What follows belongs to an exercise in optimizing a design on an open flow for small area and a short achievable clock period; a production flow would make more cautious choices.
At most, simulation tests tie the RTL to the original design; equivalence was not proved.

==> flow/design.v (excerpt) <==
module conv2d (clk, reset, valid_in, data_in, kernel_in, load_kernel_done, data_out, valid_out, lf_done);
Size: ~5,800 flip-flops, roughly 100 I/O pins, roughly 340,000 um^2 of cells after synthesis.
Settings: LEC_CHECK=0, ABC_AREA=1, CAP_MARGIN=50, CORE_MARGIN=2, CORE_UTILIZATION=50, PLACE_DENSITY=0.62, SETUP_SLACK_MARGIN=5, SLEW_MARGIN=65; clock period 11.0 ns.
run.sh (not shown) runs the stock make flow with config.mk's settings and CLKGATE_MAP_FILE= SYNTH_SCRIPT=/design/flow/synth_recipe.tcl, a recipe that flattens the netlist after the stock synthesis.
Rerun with:
- CAP_MARGIN: 50 -> 20
- SLEW_MARGIN: 65 -> 20
- The changed run ran to the end with no violations
- wire length barely changes
- cell area falls by 0.97%
- utilization falls by 0.54 points
- global-route usage barely changes
Rerun with:
==> flow/flow/run.sh (new file) <==
#!/bin/bash
# Own layout flow: the standard flow (standard.sh) on all steps, with
# - port buffers of type buf_4 (the default picks a slow delay cell),
# - timing repair allowed to resize cells across footprints, aimed at a setup
#   target tighter than the 11 ns clock needs, so the achieved period improves.
# Each step's full log stays in orfs/logs/; make's own output goes to make.log.
set -euo pipefail
bash standard.sh MATCH_CELL_FOOTPRINT=0 SETUP_SLACK_MARGIN=6.6 \
  "BUFFER_PORTS_ARGS=-buffer_cell sky130_fd_sc_hd__buf_4" finish > make.log 2>&1
==> flow/standard.sh (new file) <==
#!/bin/bash
# synth_recipe.tcl (not shown) runs the flow's synth.tcl, then flattens the netlist and writes it again
# the make line also repeats each setting of config.mk as NAME=value (left out here)
make -C /OpenROAD-flow-scripts/flow DESIGN_CONFIG=/design/flow/config.mk WORK_HOME=/design/flow/orfs CLKGATE_MAP_FILE= SYNTH_SCRIPT=/design/flow/synth_recipe.tcl "${@:-finish}"
- CAP_MARGIN: 20 -> 50
- SLEW_MARGIN: 20 -> 65
removed: flow/run.sh
- wire length went up by 0.55%
- utilization rises by 0.49 points
- synthesized area does not change
- global-route usage went up by 0.18 points
- via count stays flat
No run of this note included a check of the RTL's function; only the layout flow was run.

========
conv2d, a different RTL version from the one above (not shown whole).
For scale: ~37,000 cells after synthesis, ~100 I/O pins.
Settings: LEC_CHECK=0, ABC_AREA=1, CAP_MARGIN=50, CORE_MARGIN=2, CORE_UTILIZATION=50, CTS_CLUSTER_DIAMETER=80, CTS_CLUSTER_SIZE=20, PLACE_DENSITY=0.62, SETUP_SLACK_MARGIN=5, SLEW_MARGIN=65; clock period 11.0 ns.
standard.sh (not shown) runs the stock make flow with config.mk's settings and CLKGATE_MAP_FILE= SYNTH_SCRIPT=/design/flow/synth_recipe.tcl, a recipe that flattens the netlist after the stock synthesis.
==> flow/flow/run.sh <==
#!/bin/bash
# Own layout flow: the standard flow (standard.sh) on all steps, with
# - a full-adder polarity pass at the start of floorplan (flow/pol.tcl) that
#   removes inverters Yosys's full-adder extraction leaves between adder cells,
# - port buffers of type buf_4 (the default picks a slow delay cell),
# - clock tree synthesis without dummy loads, with 20-sink clusters,
# - timing repair allowed to resize cells across footprints, aimed at a setup
#   target tighter than the 11 ns clock needs, so the achieved period improves.
# Each step's full log stays in orfs/logs/; make's own output goes to make.log.
set -euo pipefail
bash standard.sh MATCH_CELL_FOOTPRINT=0 SETUP_SLACK_MARGIN=7.7 \
  "PRE_FLOORPLAN_TCL=$PWD/flow/pol.tcl" \
  "BUFFER_PORTS_ARGS=-buffer_cell sky130_fd_sc_hd__buf_4" \
  "CTS_ARGS=-sink_clustering_enable -repair_clock_nets -dont_use_dummy_load -sink_clustering_size 20 -sink_clustering_max_diameter 80" \
  finish > make.log 2>&1
Other scripts of this flow, unchanged in this note and not shown: flow/flow/pol.tcl
==> next run, changes <==
==> flow/flow/run.sh (replaced) <==
#!/bin/bash
# Own layout flow: the standard flow (standard.sh) on all steps, with
# - a full-adder polarity pass at the start of floorplan (flow/pol.tcl) that
#   removes inverters Yosys's full-adder extraction leaves between adder cells,
# - port buffers of type buf_4 (the default picks a slow delay cell),
# - timing repair allowed to resize cells across footprints, aimed at a setup
#   target tighter than the 11 ns clock needs, so the achieved period improves.
# Each step's full log stays in orfs/logs/; make's own output goes to make.log.
set -euo pipefail
bash standard.sh MATCH_CELL_FOOTPRINT=0 SETUP_SLACK_MARGIN=7.0 \
  "PRE_FLOORPLAN_TCL=$PWD/flow/pol.tcl" \
  "BUFFER_PORTS_ARGS=-buffer_cell sky130_fd_sc_hd__buf_4" finish > make.log 2>&1
CORE_UTILIZATION = 62   (was 50)
PLACE_DENSITY = 0.72   (was 0.62)
The new run passed the timing, DRC and antenna checks. Final cell count goes down by 5.2%. Hold slack gains 0.020 ns. Area after synthesis does not change.

========
build 97:
Starting RTL as in the previous note.
clock: 11.0 ns
lec_check: 0
abc_area: 1
cap_margin: 50
core_margin: 2
core_utilization: 55
cts_cluster_diameter: 80
cts_cluster_size: 20
place_density: 0.66
setup_slack_margin: 5
slew_margin: 65
==> flow/flow/run.sh <==
#!/bin/bash
# Own layout flow: the standard flow (standard.sh) on all steps, with
# - a full-adder polarity pass at the start of floorplan (flow/pol.tcl) that
#   removes inverters Yosys's full-adder extraction leaves between adder cells,
# - port buffers of type buf_4 (the default picks a slow delay cell),
# - clock tree synthesis without dummy loads, with 20-sink clusters,
# - timing repair allowed to resize cells across footprints, aimed at a setup
#   target tighter than the 11 ns clock needs, so the achieved period improves.
# Each step's full log stays in orfs/logs/; make's own output goes to make.log.
set -euo pipefail
bash standard.sh MATCH_CELL_FOOTPRINT=0 SETUP_SLACK_MARGIN=7.5 \
  "PRE_FLOORPLAN_TCL=$PWD/flow/pol.tcl" \
  "BUFFER_PORTS_ARGS=-buffer_cell sky130_fd_sc_hd__buf_4" \
  "CTS_ARGS=-sink_clustering_enable -repair_clock_nets -dont_use_dummy_load -sink_clustering_size 20 -sink_clustering_max_diameter 80" \
  finish > make.log 2>&1
Other scripts of this flow, unchanged in this note and not shown: flow/flow/pol.tcl
Build 97 | stages: all done | timing, DRC, antenna: all pass
--- input diff build 97..build 98 ---
Settings: CORE_UTILIZATION now 50, was 55; PLACE_DENSITY now 0.62, was 0.66.
Findings:
In the metrics for build 97 and build 98, the one carrying the higher length of routed met2 wiring is build 98.
Between build 98 and build 97, the layout multi-input combinational cell count does not differ in any meaningful way.
Measured against each other, build 97 and build 98 differ in final weighted congestion in routability-driven placement, the lower figure coming from build 98.
On build 98: amount of wire on met3 after detailed routing is 8400 um lower than what build 97 gave.
In the flow results for build 97 and build 98, the worst-margin pin slew is larger on build 97.
| hold slack | build 97 vs build 98 | ≈ equal |
The multi-input gate share of total cell area was comparable across build 97 and build 98.
Modified inputs, build 5 compared to build 98
Settings: PLACE_DENSITY now 0.66, was 0.62; CORE_UTILIZATION now 55, was 50; SLEW_MARGIN now 30, was 65; CAP_MARGIN now 20, was 50.
-- flow/flow/run.sh --
<<< build 98, line 9
# Each step's full log stays in orfs/logs/; make's own output goes to make.log.
set -euo pipefail
bash standard.sh MATCH_CELL_FOOTPRINT=0 SETUP_SLACK_MARGIN=7.5 \
  "PRE_FLOORPLAN_TCL=$PWD/flow/pol.tcl" \
  "BUFFER_PORTS_ARGS=-buffer_cell sky130_fd_sc_hd__buf_4" \
>>> build 5, line 9
# Each step's full log stays in orfs/logs/; make's own output goes to make.log.
set -euo pipefail
bash standard.sh MATCH_CELL_FOOTPRINT=0 SETUP_SLACK_MARGIN=7.4 \
  "PRE_FLOORPLAN_TCL=$PWD/flow/pol.tcl" \
  "BUFFER_PORTS_ARGS=-buffer_cell sky130_fd_sc_hd__buf_4" \
Findings:
Side by side, measured slew at the worst slew-check pin turned out higher in build 5 than in build 98. Summary of the comparison: worst hold slack is lower in build 5, relative to build 98. Summary: total routed wirelength, build 5 worse than build 98. Taking build 98 as the reference, in build 5 wire length of the first global-routing pass shows an increase of 0.60%.
The inputs of build 39 differ from those of build 5 as listed below.
Settings: a change of SLEW_MARGIN from 30 to 65; a change of CAP_MARGIN from 20 to 50; a change of PLACE_DENSITY from 0.66 to 0.62; a change of CORE_UTILIZATION from 55 to 50.
-- flow/flow/run.sh --
<<< build 5, line 9
# Each step's full log stays in orfs/logs/; make's own output goes to make.log.
set -euo pipefail
bash standard.sh MATCH_CELL_FOOTPRINT=0 SETUP_SLACK_MARGIN=7.4 \
  "PRE_FLOORPLAN_TCL=$PWD/flow/pol.tcl" \
  "BUFFER_PORTS_ARGS=-buffer_cell sky130_fd_sc_hd__buf_4" \
>>> build 39, line 9
# Each step's full log stays in orfs/logs/; make's own output goes to make.log.
set -euo pipefail
bash standard.sh MATCH_CELL_FOOTPRINT=0 SETUP_SLACK_MARGIN=7.3 \
  "PRE_FLOORPLAN_TCL=$PWD/flow/pol.tcl" \
  "BUFFER_PORTS_ARGS=-buffer_cell sky130_fd_sc_hd__buf_4" \
Findings:
Core utilization (lower): build 39
Taking build 5 as the reference, in build 39 post-route worst setup slack fell by 0.025 ns, largest net degree at the start of global routing dropped 47%, well tap count +about 9%, met1 layer wirelength in the final routing went up by about 4%.

[static timing again, ports no longer ideal]
The results above use ideal ports. As a check the final layouts listed here were re-extracted and re-timed, cells and wires unchanged. Step 1 sets driving cells, clkbuf_16 on the clock port and buf_2 on the other inputs (assumed; they add their load-dependent delay and slew). Step 2, shift: input delay + t, output delay - t, t = (earliest + latest rising clock arrival at the registers) / 2. This alone moves slack from input paths to output paths. Three values: ideal ports, drivers, drivers and shift; two values: the first two.
run	t (ns)	setup WS [ns]	worst hold slack (ns)	clock arrival spread, ns	cell pins on the clock port's net
the first run of note 1	1.265	6.244 / 6.244 / 6.244	0.311 / 0.311 / 0.311	0.128 / 0.128	1
the second run of note 1	1.269	5.920 / 5.920 / 5.920	0.319 / 0.319 / 0.319	0.127 / 0.127	1
the third run of note 1	1.247	6.831 / 6.831 / 6.831	0.310 / 0.310 / 0.310	0.124 / 0.124	1
the first run of note 2	1.183	7.294 / 7.150 / 7.403	0.292 / 0.292 / 0.292	0.176 / 0.177	1
the second run of note 2	1.204	6.918 / 6.918 / 6.918	0.312 / 0.312 / 0.312	0.112 / 0.112	1
build 97	1.183	7.312 / 7.172 / 7.464	0.294 / 0.294 / 0.294	0.171 / 0.171	1
build 98	1.180	7.298 / 7.153 / 7.502	0.294 / 0.294 / 0.294	0.177 / 0.176	1
build 5	1.182	7.325 / 7.186 / 7.334	0.288 / 0.288 / 0.288	0.182 / 0.182	1
build 39	1.175	7.300 / 7.157 / 7.338	0.293 / 0.293 / 0.293	0.177 / 0.177	1
After both steps every run listed still meets setup and hold.
